This design comes from an exercise in tuning for small area on the open sky130 flow, not from production work.
Only simulation tests tie the RTL to the original design; equivalence was not proved.
Power is estimated from default activity; no workload was simulated.

`run.sh`:
```
#!/bin/bash
# synth_recipe.tcl (not shown) runs the flow's synth.tcl, then flattens the netlist and writes it again
# the make line also repeats each setting of config.mk as NAME=value (left out here)
make -C /OpenROAD-flow-scripts/flow DESIGN_CONFIG=/design/flow/config.mk WORK_HOME=/design/flow/orfs CLKGATE_MAP_FILE= SYNTH_SCRIPT=/design/flow/synth_recipe.tcl finish
```
`constraint.sdc`:
```
create_clock -name core_clock -period 5.0 [get_ports {clk}]
set_input_delay 1.0000 -clock core_clock [delete_from_list [all_inputs] [get_ports {clk}]]
set_output_delay 1.0000 -clock core_clock [all_outputs]
set_load 0.01 [all_outputs]
```
`design.v`:
```
module baud_counter(
    input                   rst_n,
    input                   clk,
    input                   rd_n,
    input                   wr_n,                   
    input                   TEN,
    input                   REN,
    input       [1:0]       SM, 
    input       [7:0]       din,
    input       [7:0]       AB, 
    output      [7:0]       dout,               
    output                  TC                     
    );
    reg [7:0]               th, thB;
    reg [7:0]               tl, tlB;
    wire                    thselect, tlselect;     
    wire                    ENtimec;
    always @(posedge clk or negedge rst_n)
        if(!rst_n) begin
            thB <= 8'b0;
            tlB <= 8'b0;
        end else begin
            if(!wr_n && thselect) thB <= din;        
            if(!wr_n && tlselect) tlB <= din;
        end
    always @(posedge clk)                            
        if(!ENtimec || TC)                           
            if(SM == 2'b00) begin
                th <= 8'b1111_1111;
                tl <= 8'b1111_1010;                  
            end else begin
                th <= thB;
                tl <= tlB;
            end
        else
            {th, tl} <= {th, tl} + 1'b1;            
    assign  thselect = (AB == 8'h97);
    assign  tlselect = (AB == 8'h96);
    assign  dout = (!rd_n && thselect) ? thB : 
                   (!rd_n && tlselect) ? tlB : 8'b0;
    assign  ENtimec = TEN || REN;                    
    assign  TC = &{th, tl};                          
endmodule
module control(
    input wire              rst_n,
    input wire              clk,
    input wire  [7:0]       din,
    input wire  [7:0]       AB,
    input wire              set_rb8,
    input wire              rb8,
    input wire              rd_n,
    input wire              wr_n,
    input wire              TI,
    input wire              RI,
    output wire             tb8,
    output wire             REN,
    output wire [7:0]       dout,
    output wire [1:0]       SM,
    output wire             SM2,                   
    output wire             SCON_RI,
    output wire             Intuart
    );
    reg [7:0]               SCON;
    wire                    SCON_select;
    always @(posedge clk or negedge rst_n)
        if(!rst_n)
            SCON <= 8'b0;
        else if(!wr_n && SCON_select)
            SCON <= din;
        else begin
            if(TI) SCON[1] <= 1'b1;       
            if(RI) SCON[0] <= 1'b1;
            if(set_rb8) SCON[2] <= rb8;
        end
    assign  SCON_select = (AB == 8'h99);
    assign  dout = (!rd_n && SCON_select) ? SCON : 8'b0;
    assign  SM = SCON[7:6];
    assign  SM2 = SCON[5];
    assign  REN = SCON[4];
    assign  tb8 = SCON[3];
    assign  Intuart = SCON[1] || SCON[0];
    assign  SCON_RI = SCON[0];
endmodule
module fsm(
    input wire          rst_n,
    input wire          clk,
    input wire  [7:0]   din,
    input wire  [7:0]   AB,
    input wire          wr_n,
    input wire  [1:0]   SM,
    input wire          tb8,
    input wire          TC,
    output reg          TI,
    output reg          TxD,
    output reg          TEN,
    input               REN,
    input               SCON_RI,
    output wire         RxDo,
    output wire         ENRxD,
    output              T7
    );
    reg [3:0]           Tbaud_counter;
    wire                Tbaud;
    wire                T0;
    wire                T8;
    reg                 TxDclk;
    reg [2:0]           Tstate,
                        Next_Tstate;
    reg [2:0]           data_counter;
    wire                data_counter_end;
    reg [7:0]           TBUF;
    wire                TBUF_select;
    assign  ENRxD = !REN && TEN && (SM==2'b00);          
    assign  RxDo = TBUF[0];                              
    assign  TBUF_select = (AB == 8'h98);
    always @(posedge clk or negedge rst_n)
        if(!rst_n)
            TBUF <= 8'b0;
        else if((Tstate==3'b010)) begin
            if(((SM!=2'b00) && Tbaud) || ((SM==2'b00) && T8))
                TBUF <= TBUF >> 1;
        end
        else if(!wr_n && TBUF_select)
            TBUF <= din;
    always @(posedge clk or negedge rst_n)
        if(!rst_n)
            TEN <= 1'b0;
        else if((!wr_n && TBUF_select)|| (SM==2'b0 && REN))    
            TEN <= 1'b1;
        else if((Next_Tstate==3'b000) && Tbaud)
            TEN <= 1'b0;
    always @(posedge clk or negedge rst_n)
        if(!rst_n)
            Tstate <= 3'b000;
        else if(Tbaud)
            Tstate <= Next_Tstate;
    always @(*)
        case(Tstate)
            3'b000,
            3'b100:      TxD = 1'b1;
            3'b001:     TxD = 1'b0;
            3'b010:    
                begin
                    if(SM == 2'b00)
                        TxD = TxDclk;                            
                    else                        
                        TxD = TBUF[0];                           
                end
            3'b011:       TxD = tb8;
            default:    TxD = 1'bx;
        endcase      
    always @(*) begin
        Next_Tstate = 3'b000;
        case(Tstate)
            3'b000:begin
                if(!TEN)
                    Next_Tstate = 3'b000;
                else if(SM == 2'b00)             
                    case (REN)
                        1'b1:   if(!SCON_RI)    Next_Tstate = 3'b010;
                                else            Next_Tstate = 3'b000;   
                        1'b0:                   Next_Tstate = 3'b010;
                        default :  ;
                    endcase
                else
                    Next_Tstate = 3'b001;       
            end
            3'b001:                      
                Next_Tstate = 3'b010;
            3'b010:begin
                if(data_counter_end)
                    case(SM)
                        2'b00:Next_Tstate = 3'b000;           
                        2'b01:Next_Tstate = 3'b100;           
                        2'b10,
                        2'b11:Next_Tstate = 3'b011;            
                        default:;
                    endcase
                else
                    Next_Tstate = 3'b010;
            end
            3'b011:
                Next_Tstate = 3'b100;
            3'b100:
                Next_Tstate = 3'b000;
            default:
                Next_Tstate = 3'bx;
        endcase
    end
    always @(posedge clk)
        if(!TEN)
            Tbaud_counter <= 4'b0000;
        else if(TC)
            Tbaud_counter <= Tbaud_counter+1'b1;
    assign  Tbaud = (Tbaud_counter == 4'b1111) && TC;
    assign  T7 = (Tbaud_counter == 4'b0111) && TC;         
    assign  T8 = (Tbaud_counter == 4'b1000) && TC;
    assign  data_counter_end = (data_counter==3'b111);
    always @(posedge clk)
        if(Tstate!=3'b010)
            data_counter <= 0;
        else if(Tbaud)
            data_counter <= data_counter+1'b1;
    always @(posedge clk)
        if(SM==2'b10)
            TI <= (Tstate==3'b011) && Tbaud;
        else if((SM==2'b00) && REN)                          
            TI <= 1'b0;
        else
            TI <= data_counter_end && Tbaud;                  
    always @(posedge clk)
        if(Tstate!=3'b010)
            TxDclk <= 1'b0;
        else if(T7 || Tbaud)
            TxDclk <= !TxDclk;
endmodule
module receive(
    input wire           rst_n,
    input wire           clk,
    input wire  [7: 0]   AB,
    output wire [7: 0]   dout,
    input wire           rd_n,
    input wire  [1: 0]   SM,
    input wire           SM2,
    output reg           set_rb8,
                         rb8,
    input wire           TC,
    output reg           RI,
    input wire           SCON_RI,
    input wire           RxD,
    input wire           REN,
    input wire           T7
    );
    reg         [3: 0]   Rbaud_counter;
    wire                 Rbaud;
    wire                 R7,R8,R9;
    reg         [2: 0]   Rstate,
                         Next_Rstate;
    reg                 Rxdin;                  
    reg         [2: 0]  data_capture;
    reg                 Rvalid;  
    reg         [2: 0]  data_counter;
    wire                data_counter_end;
    reg         [7: 0]  Rshift,
                        RBUF;
    wire                RBUF_select;
    wire                recvJudge;    
    always @(posedge clk or negedge rst_n)
        if(!rst_n)
            Rvalid <= 1'b0;
        else if(SM == 2'b00)
            Rvalid <= REN;
        else case (Rstate)
            3'b000:  if(REN)
                        Rvalid <= !RxD;
            3'b001: if(Rbaud)
                        Rvalid <= !Rxdin;
            3'b011:   if(Rbaud)
                        Rvalid <= recvJudge;
            3'b100:  if((SM == 2'b01) && Rbaud)
                        Rvalid <= recvJudge;
            default :;
        endcase
    always @(posedge clk)
        if(!REN)
            data_capture <= 3'b111;
        else if(R7 || R8 || R9) begin                 
            data_capture[0] <= RxD;
            data_capture[2:1] <= data_capture[1:0];
        end
    always @(data_capture)
        case(data_capture)
            3'b111, 3'b011, 3'b110, 3'b101 : Rxdin = 1'b1;
            default:Rxdin = 1'b0;
        endcase
    always @(posedge clk or negedge rst_n)
        if(!rst_n)
            Rstate <= 3'b000;
        else if(Rbaud)
            Rstate <= Next_Rstate;
    always @(*) begin
        Next_Rstate = 3'b000;
        case(Rstate)
            3'b000:begin
                if(!REN)
                    Next_Rstate = 3'b000;
                else if(SM == 2'b00)
                    if(!SCON_RI)
                        Next_Rstate = 3'b010;
                    else
                        Next_Rstate = 3'b000;
                else if(Rvalid)
                    Next_Rstate = 3'b001;
                else
                    Next_Rstate = 3'b000;
            end
            3'b001:begin
                if(!Rxdin)
                    Next_Rstate = 3'b010;
                else
                    Next_Rstate = 3'b000;
            end
            3'b010:begin
                if(data_counter_end)
                    case(SM)
                        2'b00,
                        2'b01 : Next_Rstate = 3'b100;
                        2'b10,
                        2'b11 : Next_Rstate = 3'b011;
                        default: ;
                    endcase
                else
                    Next_Rstate = Rstate;
            end
            3'b011:   if(recvJudge)
                        Next_Rstate = 3'b100;
                    else
                        Next_Rstate = 3'b000;
            3'b100:  Next_Rstate = 3'b000;
            default: ;
        endcase
    end
    always @(posedge clk)
        if(Rstate != 3'b010)
            data_counter <= 3'b000;
        else if((Rstate == 3'b010) && Rbaud)
            data_counter <= data_counter + 1'b1;
    always @(posedge clk) begin
        if((Rstate == 3'b010) && Rbaud)
            Rshift <= {Rxdin, Rshift[7: 1]};
    end
    always @(posedge clk or negedge rst_n)
        if(!rst_n)
            RBUF <= 8'b0;
        else if((Rstate == 3'b100) && Rbaud)
            case (SM)
                2'b01:  if(recvJudge)
                            RBUF <= Rshift;
                default:    RBUF <= Rshift;
            endcase
    always @(*)
        if(Rstate == 3'b011 && recvJudge) begin
            set_rb8 = Rbaud;
            rb8     = Rxdin;
        end else begin
            set_rb8 = 0;
            rb8     = 0;
        end
    always @(posedge clk)
        if(!REN)                               
            Rbaud_counter <= 4'b1111;
        else if(Rvalid && TC)
            Rbaud_counter <= Rbaud_counter + 1'b1;
        else if(!Rvalid)
            Rbaud_counter <= 4'b1111;
    assign  Rbaud = (SM == 2'b00)? (T7) : ((Rbaud_counter == 4'b1111) && TC);
    assign  R7 = (Rbaud_counter == 4'b0111) && TC;
    assign  R8 = (Rbaud_counter == 4'b1000) && TC;
    assign  R9 = (Rbaud_counter == 4'b1001) && TC;
    always @(posedge clk)
        RI <= (Rstate == 3'b100) && Rbaud;
    assign  data_counter_end = (data_counter == 3'b111);
    assign  RBUF_select = (AB == 8'h98);
    assign  dout = (!rd_n && RBUF_select) ? RBUF : 8'b0;
    assign recvJudge    = (Rxdin || !SM2) && !SCON_RI; 
endmodule
module uart(
    input           rst_n,
    input           clk,
    input   [7:0]   AB,
    input   [7:0]   DB_i,
    output  [7:0]   DB_o,
    output          DB_oe,
    input           RxD_i,
    output          RxD_o,
    output          RxD_oe,
    input           rd,
    input           wr,
    output  wire    TxD,
    output  wire    Intuart     
    );
    wire            RxD;
    wire    [7:0]   din;
    wire    [7:0]   douttimer;
    wire    [7:0]   doutbuf;
    wire    [7:0]   doutcon;
    wire    [7:0]   dout;
    wire            TC;         
    wire            rb8;        
    wire    [1:0]   SM;        
    wire            SM2;
    wire            uart_select;
    wire            REN;
    wire            TEN;
    wire            tb8;
    wire            TI;
    wire            RxDo;       
    wire            set_rb8;
    wire            RI;
    wire            T7;
    wire            SCON_RI;
    wire            ENRxD;      
    assign  RxD_o = RxDo;
    assign  RxD_oe = ENRxD;
    assign  RxD = ENRxD ? RxDo : RxD_i;
    assign  din = DB_i;
    assign  dout = douttimer | doutbuf | doutcon;
    assign  DB_o = dout;
    assign  DB_oe = !rd && uart_select;
    assign  uart_select = (AB[7:4] == 4'b1001) & (   
                          (AB[3:0] == 4'b0110) |     
                          (AB[3:0] == 4'b0111) |              
                          (AB[3:0] == 4'b1000) |     
                          (AB[3:0] == 4'b1001)        
                        );
    baud_counter counter(
        .rst_n      (rst_n       ),
        .clk        (clk        ),
        .din        (din        ),
        .dout       (douttimer  ),
        .AB         (AB         ),
        .rd_n       (rd         ),
        .wr_n       (wr         ),
        .TEN        (TEN        ),
        .REN        (REN        ),
        .SM         (SM         ),
        .TC         (TC         )
    );
    fsm fsm1(
        .rst_n      (rst_n       ),
        .clk        (clk        ),
        .AB         (AB         ),
        .din        (din        ),
        .wr_n       (wr         ),
        .SM         (SM         ),
        .tb8        (tb8        ),
        .TC         (TC         ),
        .TI         (TI         ),
        .TxD        (TxD        ),
        .TEN        (TEN        ),
        .REN        (REN        ),
        .RxDo       (RxDo       ),
        .ENRxD      (ENRxD      ),
        .SCON_RI    (SCON_RI    ),
        .T7         (T7         )
    );
    receive receive1(
        .rst_n      (rst_n       ),
        .clk        (clk        ),
        .AB         (AB         ),
        .dout       (doutbuf    ),
        .rd_n       (rd         ),
        .SM         (SM         ),
        .SM2        (SM2        ),
        .set_rb8    (set_rb8    ),
        .rb8        (rb8        ),
        .TC         (TC         ),
        .RI         (RI         ),
        .RxD        (RxD        ),
        .REN        (REN        ),
        .SCON_RI    (SCON_RI    ),
        .T7         (T7         )
    );
    control control1(
        .rst_n      (rst_n       ),
        .clk        (clk        ),
        .din        (din        ),
        .dout       (doutcon    ),
        .AB         (AB         ),
        .rd_n       (rd         ),
        .wr_n       (wr         ),
        .SM         (SM         ),
        .SM2        (SM2        ),
        .REN        (REN        ),
        .tb8        (tb8        ),
        .set_rb8    (set_rb8    ),
        .rb8        (rb8        ),
        .TI         (TI         ),
        .RI         (RI         ),
        .SCON_RI    (SCON_RI    ),
        .Intuart    (Intuart    )
    );
endmodule
```
`config.mk`:
```
export PLATFORM = sky130hd
export DESIGN_NAME = uart
export DESIGN_NICKNAME = uart
export VERILOG_FILES = /design/flow/design.v
export SDC_FILE = /design/flow/constraint.sdc
export NUM_CORES = 4
export LEC_CHECK = 0
export CAP_MARGIN = 20
export CORE_MARGIN = 2
export CORE_UTILIZATION = 40
export SLEW_MARGIN = 20
```
==> flow_summary_export.csv, run 1 <==
group,metric,value,unit
power,peakVddDrop,0.152,mV
setup_path,path_delay_family,"simple AND/OR/NAND/NOR gates",
timing,finalHoldViolations,0,
setup_path,rr_startpoint,"control1.SCON[7]",
die,row_count,38,
hold_path,hold_class,"flip-flop to flip-flop",
timing,skew,13.7,ps
timing,timing.final.crit_share,0.874,
placement,place.gp.congestion,0.837,
clock_tree,clkSinkCount,92,
placement,hpwl,7.52,mm
die,chipHeight,110,um
setup_path,slowest_delay,570,ps
timing,setup_ws,628,ps
global_routing,grt_pass1_vias,3294,
layout,diodes,0,
hold_path,holdPathEnd,"receive1.Rshift[3]",
synth,yosysSeqAreaShare,0.481,
clock_tree,h-tree-depth,3,
route,route.detailed.drc,0,
power,powerDensity,332,nW/um^2
die,num_io_pins,34,
timing,rsz0062_at_grt,"false",
clock_tree,numCtsBuffers,9,
clock_tree,cts-resized-gates,0,
setup_path,cp_data_required_time,4000,ps
hold_path,hold_start,"receive1.Rshift[4]",
timing,fin_crit,4370,ps
route,routed_wl,10.3,mm
setup_path,crit_top_cell,"clkdlybuf4s50_1",
timing,max_slew_margin,0.336,
timing,setup_viol,0,
route,vias,3359,
synth,synth.avg_cell_area,10.4,sq um
clock_tree,clockBufferDepth,2,
timing,worstMarginPinSlew,987,ps
layout,mostFrequentLayoutCells,"dfrtp_1 (48), dfxtp_1 (36), clkdlybuf4s50_1 (32)",
global_routing,grt_pass1_wl,16.7,mm
timing,finalSetupTns,0,ps
setup_path,cp.arrival,3370,ps
route,first_pass_iters,5,
global_routing,grt_usage,0.182,
synth,synth-edff-count,8,
setup_path,cp.buffers_inverters,2,
timing,slew_viol_final,0,
layout,utilization,0.474,
clock_tree,clk_latency,380,ps
route,vias_per_cell,5.52,
placement,dp_slack,650,ps
layout,areaGrowthSynthToFinish,14.7,%
placement,io_buffers,33,
setup_path,reg2regPathDepth,4,
setup_path,r2r-end,"receive1.Rshift[0]",
setup_path,path_cells,"clkdlybuf4s50_1, nand4bb_1, or2_2, nor2_1, a22oi_1, o21ai_0, clkdlybuf4s50_1",
synth,async_flop_share,0.522,
die,fp.dieW,110,um
global_routing,overflow,0,
clock_tree,cts_tree,"built",
timing,holdWs,462,ps
synth,synth.distinct_cells,68,
die,die-area,12100,sq um
power,p_leak,2.12,nW
synth,synth_ff_type,"dfrtp_1",
layout,final_common_cell,"dfrtp_1",
clock_tree,clockRootBuffer,"clkbuf_8",
hold_path,holdPathStages,0,
layout,drive_above_1_share,0.141,
synth,yosysTopAreaCell,"dfrtp_1",
setup_path,slowest_stage,"clkdlybuf4s50_1",
setup_path,cp.depth,7,
route,drtIter0Drc,143,
global_routing,antenna_found_initial,0,
clock_tree,postCtsSetupBuffers,0,
clock_tree,postCtsHoldBufs,0,
setup_path,worst-path-max-fanout,8,
synth,synthTopCellsByArea,"dfrtp_1 (27%), dfxtp_1 (16%), mux2_2 (6.0%)",
outcome,status,"timing/DRC/antenna clean",
synth,synth_nets,462,
synth,netlist.area_leader.share,0.267,
clock_tree,clkTransAtPathRegs,100,ps
setup_path,crit_type,"input port to output port",
synth,synthCells,431,
route,wire_per_inst,16.9,um
global_routing,grt_start_max_net_pins,49,
setup_path,r2r_setup_slack,2170,ps
synth,ys_ff_latch,92,
synth,ys_warn_count,4,
die,core_area,10900,sq um
layout,nNetsFinal,494,
setup_path,end_kind,"output port",
flow_run,max_cap_viol_count,0,
synth,synth_area,4500,sq um
die,start_util,0.413,
timing,fmax,229,MHz
route,drtAntennaViolNets,0,
setup_path,crit_path_start_kind,"input port",
per-layer routing:
metal / routed length [um] / track usage / up-vias / part of all wire
met1: 5170 / 0.261 / 1645 / 0.50
met2: 4540 / 0.280 / 58 / 0.44
li1: - / - / 1646 / -
met4: 149 / 0.0678 / 0 / 0.015
met3: 411 / 0.0235 / 10 / 0.040
met5: 0 / 0 / - / 0
logic make-up (layout without fill, tap and decap cells):
group,Yosys count,after routing,synth area share
multiplexers,50,50,0.120
flip-flops,92,92,0.481
buffers and inverters,30,67,0.0273
adder cells (fa/ha/maj),11,11,0.0301
AND/OR/NAND/NOR,136,136,0.168
AO/OA/AOI/OAI,91,91,0.132
XOR/XNOR,21,21,0.0409
cell type report:
type	count	area (sq um)
fillers	1037	5730
multi-input cells	309	2220
flip-flops and latches	92	2160
repair buffers	38	363
well taps	140	175
clock buffers	9	124
clock inverters	7	65.1
inverters	13	48.8
Yosys cell counts (3+ instances only):
master and instances:
dfrtp_1 48, dfxtp_1 36, nor2_1 29, nand2_1 27, a21oi_1 25, mux2_2 24
mux2i_1 17, o21ai_0 17, nor3_1 14, clkbuf_1 13, inv_1 13, xor2_1 13
nand3_1 12, ha_1 10, mux2_1 9, edfxtp_1 8, nand4_1 8, xnor2_1 8
a21oi_2 7, a22oi_1 7, nor2b_1 7, o22ai_1 7, nor3b_1 5, and2_1 4
and4_1 4, o31ai_1 4, a31oi_1 3, or2_2 3
stage by stage:
step | area, sq um | instances | power [W]
after floorplan | 4500 | 431 | 0.00113
after global placement | 4960 | 592 | 0.00122
after detailed placement | 4960 | 592 | 0.00123
after CTS | 5150 | 608 | 0.00172
after global routing | 5160 | 608 | 0.00181
final | 5160 | 608 | 0.00171
state kept, by name (all words and copies together), names as in the netlist, 3 cells and up:
register                flops
control1.SCON               8
counter.th                  8
counter.thB                 8
counter.tl                  8
counter.tlB                 8
fsm1.TBUF                   8
fsm1.Tbaud_counter          4
fsm1.Tstate                 3
fsm1.data_counter           3
receive1.RBUF               8
receive1.Rbaud_counter      4
receive1.Rshift             8
receive1.Rstate             3
receive1.data_capture       3
receive1.data_counter       3
report_power, final:
part / internal [W] / total [W] / leakage (nW) / switching, W
registers: 0.000832 / 0.000931 / 0.977 / 0.0000997
clock network: 0.000195 / 0.000495 / 0.0951 / 0.000300
logic: 0.000142 / 0.000284 / 1.05 / 0.000143
how the worst max path moves through the flow:
stage	slack, ps	start	end
floorplan	1550	AB[6]	DB_o[0]
detailed placement	650	AB[5]	DB_o[3]
CTS	650	AB[5]	DB_o[3]
finish	630	AB[6]	DB_o[1]
global placement	800	AB[6]	DB_o[2]
global route	480	AB[5]	DB_o[1]
==> inputs of run 2 (changes only) <==
--- a/config.mk
+++ b/config.mk
@@ -7,5 +7,6 @@
 export LEC_CHECK = 0
+export ABC_AREA = 1
 export CAP_MARGIN = 20
 export CORE_MARGIN = 2
-export CORE_UTILIZATION = 40
+export CORE_UTILIZATION = 70
 export SLEW_MARGIN = 20
==> flow_summary_export.csv, run 2 <==
group,metric,value,unit
outcome,status,"timing/DRC/antenna clean",
clock_tree,clockRootBuffer,"clkbuf_8",
global_routing,grt_start_max_net_pins,49,
placement,io_buffers,33,
setup_path,cp.depth,8,
setup_path,path_cells,"clkdlybuf4s50_1, nor2_1, nand3_1, or2_2, nor2_1, nand2_1, nand4_1, clkdlybuf4s50_1",
timing,max_slew_margin,0.435,
global_routing,grt_pass1_vias,3894,
setup_path,startpoint,"AB[5]",
setup_path,worst-path-max-fanout,8,
power,p_leak,2.47,nW
clock_tree,cts_tree,"built",
clock_tree,numCtsBuffers,9,
setup_path,crit_end,"DB_o[3]",
layout,nNetsFinal,657,
route,route.detailed.drc,0,
hold_path,holdPathStages,0,
global_routing,antenna_found_initial,0,
power,powerDensity,270,nW/um^2
die,start_util,0.726,
placement,place.gp.congestion,0.927,
route,first_pass_iters,5,
synth,yosysSeqAreaShare,0.469,
global_routing,grt_usage,0.326,
placement,dp_slack,753,ps
synth,synth-edff-count,8,
synth,yosysTopAreaCell,"dfrtp_1",
timing,fmax,233,MHz
clock_tree,clkTransAtPathRegs,90,ps
timing,holdWs,462,ps
setup_path,cp.arrival,3300,ps
synth,async_flop_share,0.522,
setup_path,slowest_stage,"clkdlybuf4s50_1",
route,vias_per_cell,5.85,
synth,synth_area,4610,sq um
timing,setup_viol,0,
clock_tree,clk_latency,370,ps
setup_path,end_kind,"output port",
setup_path,path_delay_family,"simple AND/OR/NAND/NOR gates",
route,vias,4140,
die,die-area,7250,sq um
placement,hpwl,8.10,mm
global_routing,overflow,0,
flow_run,max_cap_viol_count,0,
setup_path,crit_path_start_kind,"input port",
clock_tree,postCtsHoldBufs,0,
die,core_area,6350,sq um
layout,diodes,0,
hold_path,hold_class,"flip-flop to flip-flop",
clock_tree,cts-resized-gates,0,
timing,worstMarginPinSlew,844,ps
setup_path,r2r-end,"receive1.Rshift[4]",
die,row_count,29,
clock_tree,postCtsSetupBuffers,0,
clock_tree,clkSinkCount,92,
synth,synth_ff_type,"dfrtp_1",
layout,utilization,0.818,
die,num_io_pins,34,
timing,slew_viol_final,0,
timing,timing.final.crit_share,0.860,
clock_tree,h-tree-depth,3,
setup_path,rr_startpoint,"control1.SCON[7]",
synth,netlist.area_leader.share,0.261,
synth,synth.avg_cell_area,7.80,sq um
route,drtIter0Drc,368,
power,peakVddDrop,0.240,mV
die,fp.dieW,85.1,um
timing,setup_ws,701,ps
synth,yosysMostFrequentCell,"nand2_1",
synth,synth.distinct_cells,40,
global_routing,grt_pass1_wl,18.4,mm
layout,drive_above_1_share,0.0681,
synth,synthCells,591,
setup_path,cp_data_required_time,4000,ps
synth,synth_nets,622,
layout,final_common_cell,"nand2_1",
die,chipHeight,85.1,um
synth,ys_warn_count,4,
timing,fin_crit,4300,ps
timing,finalHoldViolations,0,
clock_tree,clockBufferDepth,2,
synth,ys_ff_latch,92,
setup_path,slowest_delay,560,ps
route,drtAntennaViolNets,0,
timing,skew,10.8,ps
synth,synthTopCellsByArea,"dfrtp_1 (26%), dfxtp_1 (16%), nand2_1 (13%)",
route,wire_per_inst,15.6,um
setup_path,crit_type,"input port to output port",
layout,mostFrequentLayoutCells,"nand2_1 (165), o21ai_0 (63), inv_1 (57)",
timing,rsz0062_at_grt,"false",
route,routed_wl,11.0,mm
setup_path,r2r_setup_slack,2690,ps
setup_path,reg2regPathDepth,5,
layout,areaGrowthSynthToFinish,12.8,%
setup_path,cp.buffers_inverters,2,
synth,synthTopCellsByCount,"nand2_1 (165), o21ai_0 (63), inv_1 (57), nor2_1 (53), dfrtp_1 (48)",
timing,finalSetupTns,0,ps
-- run 2: cell count changes after synthesis, sizes merged, moves of 8 or more --
cell,change
nand2,+145
o21ai,+47
nor3,-9
clkbuf,-9
inv,+46
xor2,-8
mux2i,-17
mux2,-33
nand3,+32
nor2,+33
a21oi,-11
-- run 2: layout make-up --
| cell class | count | area, sq um |
|---|---|---|
| inverter | 59 | 221 |
| tap | 77 | 96.3 |
| multi-input combinational | 431 | 2170 |
| clock inverter | 6 | 87.6 |
| timing repair buffer | 33 | 328 |
| fill | 443 | 1150 |
| clock buffer | 10 | 128 |
| sequential | 92 | 2160 |
-- run 2: stage by stage --
step / instance area, sq um / instances / total power [W]
after detailed placement: 4980 / 692 / 0.000861
final: 5190 / 708 / 0.00140
after global placement: 4980 / 692 / 0.000859
after global routing: 5190 / 708 / 0.00144
after floorplan: 4610 / 591 / 0.000815
after CTS: 5190 / 708 / 0.00140
-- run 2: cell families after synthesis --
family / after synthesis / share of synthesized area
AND/OR/NAND/NOR: 300 / 0.288
AO/OA/AOI/OAI: 108 / 0.132
flip-flops: 92 / 0.469
buffers and inverters: 68 / 0.0592
XOR/XNOR: 13 / 0.0247
adder cells (fa/ha/maj): 10 / 0.0272
-- run 2: power breakdown --
group           total, W  internal [W]  leakage [nW]  switching (W)
Clock           0.000553      0.000283         0.111       0.000270
Sequential      0.000773      0.000758         0.959      0.0000143
Combinational  0.0000753     0.0000292          1.40      0.0000461
Total            0.00140       0.00107          2.47       0.000330
-- run 2: worst min path at each step --
stage	startpoint	end
floorplan	fsm1.TxDclk	fsm1.TxDclk
global placement	receive1.Rshift[5]	receive1.Rshift[4]
detailed placement	receive1.Rshift[2]	receive1.Rshift[1]
CTS	receive1.Rshift[5]	receive1.Rshift[4]
global route	receive1.Rshift[5]	receive1.Rshift[4]
finish	receive1.Rshift[5]	receive1.Rshift[4]
-- run 2: layer usage --
metal | vias up | track usage | routed length (um)
li1 | 2004 | - | -
met1 | 1920 | 0.417 | 4550
met2 | 173 | 0.541 | 5350
met3 | 43 | 0.0506 | 684
met4 | 0 | 0.160 | 456
met5 | - | 0 | 0

## port drivers added, routing unchanged
In the flow no input, the clock included, has a driving cell. The finished layouts below were timed again as built, in two steps. Step 1, drivers: a clkbuf_16 drives clk and a buf_2 each remaining input, both assumed. Step 2 times the ports against the registers' clock, not the clock port: input delays grow and output delays shrink by t, the midpoint of the rising clock arrivals with the driver on. Three values: no drivers, after step 1, after step 2; two values: the first two.
run | t, ns | slack for setup (ns) | worst hold slack (ns) | slew at the worst register clock pin (ns)
run 1 | 0.403 | 0.628 / 0.597 / 0.597 | 0.462 / 0.462 / 0.462 | 0.11 / 0.11
run 2 | 0.400 | 0.701 / 0.674 / 0.674 | 0.462 / 0.462 / 0.462 | 0.09 / 0.09
After both steps setup and hold are still met in every run listed. The setup slack of run 1, which loses most, moves by -0.031 ns with the drivers and by -0.031 ns with both steps.
